Source: an optimization exercise on an open RTL-to-GDS flow (aim: a short achievable clock period and few clock cycles). Production flows keep margins and buffers that such runs may drop. Only simulation tests tie the RTL to the original design; equivalence was not proved. Power and IR drop assume default switching activity.

==> flow/design.v <==
module mips(input         clk, reset,
            output [31:0] pc,
            input  [31:0] instr,
            output        memwrite,
            output [31:0] memaddr,
            output [31:0] memwritedata,
            input  [31:0] memreaddata);
  reg [31:0] pc_f;
  reg [31:0] pc_o;                           
  reg        seq_f;                          
  reg        v_d;
  reg [31:0] ir_d, pcp4_d;
  reg        jpre_d, seq_d, unc_d, isj_d;
  reg [31:0] a_e, t_e, b_e, tgt_e;
  reg        fa_s_e, fa_t_e;
  reg        fb_s_e, fb_t_e, fb_sn_e, fb_tn_e;
  reg        cin_e;
  reg        ft_m_e, ft_r_e;                   
  reg        s_sum_e, s_and_e, s_or_e, s_slt_e;
  reg        we_e, mw_e, ld_e, cbeq_e;
  reg        el_e;                           
  reg        wdl_e;                          
  reg [4:0]  rd_e;
  reg [31:0] wd_m, maddr_m;
  reg [31:0] sum_m, lo_m;                     
  reg        slt_m;
  reg        s_sum_m, s_slt_m;               
  reg        we_m, mw_m, ld_m;
  reg        redir;                          
  reg [31:0] tgt_m;
  reg [4:0]  rd_m;
  reg [31:0] res_w;
  reg        we_w;
  reg [4:0]  rd_w;
  reg [31:0] rf [1:31];
  localparam NB = 4;
  reg [NB-1:0] bv;
  reg [29:0]   btag [0:NB-1];
  reg [31:0]   btgt [0:NB-1];
  reg [1:0]    bptr;
  assign pc = pc_o;
  wire [31:0] pcp4_f = pc_f + 32'd4;
  reg  [NB-1:0] bhit;
  reg  [31:0]   hit_tgt;
  integer k;
  always @(*) begin
    hit_tgt = 32'h0;
    for (k = 0; k < NB; k = k + 1) begin
      bhit[k] = bv[k] & (btag[k] == pc_f[31:2]);
      hit_tgt = hit_tgt | ({32{bhit[k]}} & btgt[k]);
    end
  end
  wire skip_f = |bhit;
  wire isj_f = (instr[31:26] == 6'b000010);
  wire unc_f = isj_f | ((instr[31:26] == 6'b000100) & (instr[25:21] == instr[20:16]));
  wire [31:0] jtgt_f = {pcp4_f[31:28], instr[25:0], 2'b00};
  wire [5:0] op = ir_d[31:26];
  wire [5:0] fn = ir_d[5:0];
  wire [4:0] rs = ir_d[25:21];
  wire [4:0] rt = ir_d[20:16];
  wire [4:0] rdf = ir_d[15:11];
  wire is_r    = (op == 6'b000000);
  wire is_lw   = (op == 6'b100011);
  wire is_sw   = (op == 6'b101011);
  wire is_beq  = (op == 6'b000100);
  wire is_addi = (op == 6'b001000) | (op == 6'b001001);
  wire is_ori  = (op == 6'b001101);
  wire is_lui  = (op == 6'b001111);
  wire f_add = is_r & (fn[5:1] == 5'b10000);
  wire inv   = is_r & ((fn[5:1] == 5'b10001) | (fn == 6'b101010));    
  wire f_sub = is_r & (fn[5:1] == 5'b10001);
  wire f_and = is_r & (fn == 6'b100100);
  wire f_or  = is_r & (fn == 6'b100101);
  wire f_slt = is_r & (fn == 6'b101010);
  wire cbeq = is_beq & (rs != rt);             
  wire use_rs = is_r | is_lw | is_sw | cbeq | is_addi | is_ori | is_lui;
  wire use_rt = is_r | is_sw | cbeq;
  wire use_imm = is_lw | is_sw | is_addi | is_ori | is_lui;
  wire [4:0] dst = is_r ? rdf : rt;
  wire writes = (is_r | is_lw | is_addi | is_ori | is_lui) & (dst != 5'd0);
  wire [31:0] sext = {{16{ir_d[15]}}, ir_d[15:0]};
  wire [31:0] imm_d = is_lui ? {ir_d[15:0], 16'h0} :
                      is_ori ? {16'h0, ir_d[15:0]} : sext;
  wire [31:0] btgt_d = pcp4_d + {sext[29:0], 2'b00};
  wire [31:0] jtgt_d = {pcp4_d[31:28], ir_d[25:0], 2'b00};
  wire [31:0] utgt_d = isj_d ? jtgt_d : btgt_d;
  wire [31:0] rf_rs = (rs == 5'd0) ? 32'h0 : (we_w & (rd_w == rs)) ? res_w : rf[rs];
  wire [31:0] rf_rt = (rt == 5'd0) ? 32'h0 : (we_w & (rd_w == rt)) ? res_w : rf[rt];
  wire [31:0] alu_m = lo_m | ({32{s_sum_m}} & sum_m) | {31'h0, s_slt_m & slt_m};
  wire rs_e = we_e & (rd_e == rs);
  wire rs_m = we_m & (rd_m == rs);
  wire rt_e = we_e & (rd_e == rt);
  wire rt_m = we_m & (rd_m == rt);
  wire [31:0] res_m = ld_m ? memreaddata : alu_m;
  wire [31:0] v_rs = rs_m ? res_m : rf_rs;
  wire [31:0] v_rt = rt_m ? res_m : rf_rt;
  wire wdl = is_sw & ld_e & rt_e;              
  wire memop_e = ld_e | mw_e;
  wire el = 1'b0;                              
  wire stall_h = v_d & ld_e & ((use_rs & rs_e) | (use_rt & ~is_sw & rt_e));
  wire [31:0] fa = (fa_s_e ? sum_m : a_e) | {31'h0, fa_t_e & slt_m};
  wire [31:0] fb = (fb_s_e ? sum_m : fb_sn_e ? ~sum_m : b_e) |
                   {31'h0, (fb_t_e & slt_m) | (fb_tn_e & ~slt_m)};
  wire [31:0] ft = ({32{ft_m_e}} & alu_m) | ({32{ft_r_e}} & t_e);
  wire [31:0] sum;
  ksadd add_u (.a(fa), .b(fb), .cin(cin_e), .y(sum));
  wire [31:0] lo   = ({32{el_e}} & memreaddata) | ({32{s_and_e}} & (fa & fb)) |
                     ({32{s_or_e}} & (fa | fb));
  wire taken_e = cbeq_e & (fa == ft);
  wire lop_e = s_and_e | s_or_e | el_e;
  wire fwl_a = rs_e & lop_e;
  wire fwt_a = rs_e & s_slt_e;
  wire fbn   = ~use_imm & rt_e;
  wire fws_b = fbn & s_sum_e;
  wire fwl_b = fbn & lop_e;
  wire fwt_b = fbn & s_slt_e;
  wire id_redirect = v_d & unc_d & ~jpre_d;    
  wire btb_wr = v_d & unc_d & seq_d;           
  wire stall = stall_h & ~redir;
  wire flush_d = redir | id_redirect;          
  wire bubble_e = redir | stall_h | ~v_d;      
  wire [31:0] npc = redir       ? tgt_m :
                    stall       ? pc_f :
                    id_redirect ? utgt_d :
                    isj_f       ? jtgt_f :
                    skip_f      ? hit_tgt : pcp4_f;
  wire nseq = ~redir & ~id_redirect & ~isj_f & ~skip_f;
  assign memaddr = maddr_m;
  assign memwritedata = wd_m;
  assign memwrite = mw_m;
  always @(posedge clk or posedge reset)
    if (reset) begin
      pc_f <= 32'h0;
      seq_f <= 1'b0;
      v_d <= 1'b0;
      bv <= {NB{1'b0}};
      bptr <= 2'd0;
      we_e <= 1'b0; mw_e <= 1'b0; ld_e <= 1'b0; cbeq_e <= 1'b0; el_e <= 1'b0;
      we_m <= 1'b0; redir <= 1'b0;
      we_w <= 1'b0;
    end else begin
      pc_f <= npc;
      if (!stall) seq_f <= nseq;
      if (btb_wr) begin
        bv[bptr] <= 1'b1;
        bptr <= bptr + 2'd1;
      end
      if (flush_d)    v_d <= 1'b0;
      else if (!stall) v_d <= 1'b1;
      we_e   <= ~bubble_e & writes;
      mw_e   <= ~bubble_e & is_sw;
      ld_e   <= ~bubble_e & is_lw & ~el;
      el_e   <= ~bubble_e & el;
      cbeq_e <= ~bubble_e & cbeq;
      we_m <= we_e & ~redir;
      redir <= taken_e & ~redir;
      we_w <= we_m;
    end
  always @(posedge clk) begin
    if (reset) begin
      pc_o <= 32'h0;
      mw_m <= 1'b0;
    end else begin
      pc_o <= npc;
      mw_m <= mw_e & ~redir;
    end
    if (!stall_h) begin
      ir_d   <= instr;
      pcp4_d <= pcp4_f;
      jpre_d <= isj_f;
      seq_d  <= seq_f;
      unc_d  <= unc_f;
      isj_d  <= isj_f;
    end
    if (btb_wr) begin
      btag[bptr] <= pcp4_d[31:2] - 30'd2;
      btgt[bptr] <= utgt_d;
    end
    a_e   <= fwl_a ? lo : fwt_a ? 32'h0 : v_rs;
    t_e   <= v_rt;
    b_e   <= use_imm ? imm_d :
             fwl_b ? (inv ? ~lo : lo) :
             fwt_b ? (inv ? 32'hfffffffe : 32'h0) :
             (inv ? ~v_rt : v_rt);
    tgt_e <= btgt_d;
    wdl_e <= wdl;
    rd_e  <= dst;
    fa_s_e <= rs_e & s_sum_e;
    fa_t_e <= fwt_a;
    fb_s_e  <= fws_b & ~inv;
    fb_sn_e <= fws_b & inv;
    fb_t_e  <= fwt_b & ~inv;
    fb_tn_e <= fwt_b & inv;
    cin_e  <= inv;
    ft_m_e <= rt_e;
    ft_r_e <= ~rt_e;
    s_sum_e <= f_add | f_sub | (is_lw & ~el) | is_sw | is_addi | is_lui;
    s_and_e <= f_and;
    s_or_e  <= f_or | is_ori;
    s_slt_e <= f_slt;
    sum_m <= sum;
    lo_m <= lo;
    slt_m <= sum[31];
    s_sum_m <= s_sum_e;
    s_slt_m <= s_slt_e;
    tgt_m <= tgt_e;
    maddr_m <= sum;
    wd_m  <= wdl_e ? memreaddata : ft;
    ld_m  <= ld_e;
    rd_m  <= rd_e;
    res_w <= res_m;
    rd_w  <= rd_m;
    if (we_w) rf[rd_w] <= res_w;
  end
endmodule
module ksadd(input  [31:0] a, b,
             input         cin,
             output [31:0] y);
  wire [31:0] p0 = a ^ b;
  wire [31:0] g0 = (a & b) | {31'h0, p0[0] & cin};
  wire [31:0] g1, p1, g2, p2, g3, p3, g4, p4, g5;
  assign g1 = g0 | (p0 & {g0[30:0], 1'b0});
  assign p1 = p0 & {p0[30:0], 1'b0};
  assign g2 = g1 | (p1 & {g1[29:0], 2'b0});
  assign p2 = p1 & {p1[29:0], 2'b0};
  assign g3 = g2 | (p2 & {g2[27:0], 4'b0});
  assign p3 = p2 & {p2[27:0], 4'b0};
  assign g4 = g3 | (p3 & {g3[23:0], 8'b0});
  assign p4 = p3 & {p3[23:0], 8'b0};
  assign g5 = g4 | (p4 & {g4[15:0], 16'b0});
  assign y = p0 ^ {g5[30:0], cin};
endmodule
export LEC_CHECK = 0
export ABC_CLOCK_PERIOD_IN_PS = 1000
export CAP_MARGIN = 20
export CORE_MARGIN = 2
export CORE_UTILIZATION = 50
export SLEW_MARGIN = 20
create_clock -name core_clock -period 10.5 [get_ports {clk}]
standard.sh (not shown) runs the stock make flow with config.mk's settings and CLKGATE_MAP_FILE= SYNTH_SCRIPT=/design/flow/synth_recipe.tcl, a recipe that flattens the netlist after the stock synthesis.
==> flow/flow/run.sh <==
#!/bin/bash
set -eo pipefail
TARGET_NS=${TARGET_NS:-3.0}
export SETUP_SLACK_MARGIN=$(python3 -c "print(round($FLOW_PERIOD_NS - $TARGET_NS, 3))")
echo "SETUP_SLACK_MARGIN=$SETUP_SLACK_MARGIN" > run_settings.log
cp standard.sh standard_sh.txt
bash standard.sh > standard.log 2>&1
Testbench counts at the start, summed over its fixed seeds: cycles 29,072.
==> next run, changes <==
--- a/flow/design.v
+++ b/flow/design.v
@@ -13,6 +13,6 @@
   reg        jpre_d, seq_d, unc_d, isj_d;
   reg [31:0] a_e, t_e, b_e, tgt_e;
-  reg        fa_s_e, fa_t_e;
-  reg        fb_s_e, fb_t_e, fb_sn_e, fb_tn_e;
+  reg        fa_s_e, fa_t_e, fa_l_e, fa_r_e;
+  reg        fb_s_e, fb_t_e, fb_l_e, fb_sn_e, fb_tn_e, fb_ln_e, fb_r_e;
   reg        cin_e;
   reg        ft_m_e, ft_r_e;                   
@@ -99,7 +99,10 @@
   wire el = 1'b0;                              
   wire stall_h = v_d & ld_e & ((use_rs & rs_e) | (use_rt & ~is_sw & rt_e));
-  wire [31:0] fa = (fa_s_e ? sum_m : a_e) | {31'h0, fa_t_e & slt_m};
-  wire [31:0] fb = (fb_s_e ? sum_m : fb_sn_e ? ~sum_m : b_e) |
-                   {31'h0, (fb_t_e & slt_m) | (fb_tn_e & ~slt_m)};
+  wire [31:0] fa = ({32{fa_s_e}} & sum_m) | ({32{fa_l_e}} & lo_m) |
+                   {31'h0, fa_t_e & slt_m} | ({32{fa_r_e}} & a_e);
+  wire [31:0] fb = ({32{fb_s_e}} & sum_m) | ({32{fb_sn_e}} & ~sum_m) |
+                   ({32{fb_l_e}} & lo_m) | ({32{fb_ln_e}} & ~lo_m) |
+                   {31'h0, fb_t_e & slt_m} | {{31{fb_tn_e}}, fb_tn_e & ~slt_m} |
+                   ({32{fb_r_e}} & b_e);
   wire [31:0] ft = ({32{ft_m_e}} & alu_m) | ({32{ft_r_e}} & t_e);
   wire [31:0] sum;
@@ -108,11 +111,4 @@
                      ({32{s_or_e}} & (fa | fb));
   wire taken_e = cbeq_e & (fa == ft);
-  wire lop_e = s_and_e | s_or_e | el_e;
-  wire fwl_a = rs_e & lop_e;
-  wire fwt_a = rs_e & s_slt_e;
-  wire fbn   = ~use_imm & rt_e;
-  wire fws_b = fbn & s_sum_e;
-  wire fwl_b = fbn & lop_e;
-  wire fwt_b = fbn & s_slt_e;
   wire id_redirect = v_d & unc_d & ~jpre_d;    
   wire btb_wr = v_d & unc_d & seq_d;           
@@ -177,19 +173,21 @@
       btgt[bptr] <= utgt_d;
     end
-    a_e   <= fwl_a ? lo : fwt_a ? 32'h0 : v_rs;
+    a_e   <= v_rs;
     t_e   <= v_rt;
-    b_e   <= use_imm ? imm_d :
-             fwl_b ? (inv ? ~lo : lo) :
-             fwt_b ? (inv ? 32'hfffffffe : 32'h0) :
-             (inv ? ~v_rt : v_rt);
+    b_e   <= use_imm ? imm_d : inv ? ~v_rt : v_rt;
     tgt_e <= btgt_d;
     wdl_e <= wdl;
     rd_e  <= dst;
     fa_s_e <= rs_e & s_sum_e;
-    fa_t_e <= fwt_a;
-    fb_s_e  <= fws_b & ~inv;
-    fb_sn_e <= fws_b & inv;
-    fb_t_e  <= fwt_b & ~inv;
-    fb_tn_e <= fwt_b & inv;
+    fa_t_e <= rs_e & s_slt_e;
+    fa_l_e <= rs_e & (s_and_e | s_or_e | el_e);
+    fa_r_e <= ~rs_e;
+    fb_s_e  <= ~use_imm & rt_e & s_sum_e & ~inv;
+    fb_t_e  <= ~use_imm & rt_e & s_slt_e & ~inv;
+    fb_l_e  <= ~use_imm & rt_e & (s_and_e | s_or_e | el_e) & ~inv;
+    fb_sn_e <= ~use_imm & rt_e & s_sum_e & inv;
+    fb_tn_e <= ~use_imm & rt_e & s_slt_e & inv;
+    fb_ln_e <= ~use_imm & rt_e & (s_and_e | s_or_e | el_e) & inv;
+    fb_r_e <= use_imm | ~rt_e;
     cin_e  <= inv;
     ft_m_e <= rt_e;
The changed run went through all stages and came out clean.
Cell count went down by a few percent.
Core utilization goes down by 0.15 points.
Hold slack barely changes.
Die area is lower slightly.
Global-route usage falls by 0.58 points.
Total power is lower slightly.
Register-to-register slack gets worse by 0.097 ns.
Sequential share of layout area came out higher by 0.92 points.
Setup slack is better by 0.091 ns.
Clock-buffer cell count came out lower by 11.
Sequential power is about the same.
Design area falls slightly.
Testbench counts after the change, summed over its fixed seeds: cycles 29,072.

[re-timing with driven ports]
No port has a modelled driver above. Below, the same layouts with a new extraction and two added sets of constraints.
Step 1 assumes that a clkbuf_16 drives the clock port and a buf_2 every other input.
Step 2 also shifts input and output timing later by t, the mid clock arrival at the registers, as if the neighbouring blocks saw the same clock.
a / b / c = ideal / step 1 / step 2; a / b = the first two.
| run | shift t [ns] | setup slack, ns | clock arrival spread, ns |
|---|---|---|---|
| the first run | 0.903 | 6.812 / 6.860 / 5.957 | 0.025 / 0.025 |
| the second run | 0.897 | 6.903 / 6.903 / 6.319 | 0.035 / 0.035 |
After both steps setup and hold are still met in every run listed. For the first run, which loses most, drivers alone change the setup slack by +0.048 ns; drivers and shift together by -0.855 ns.
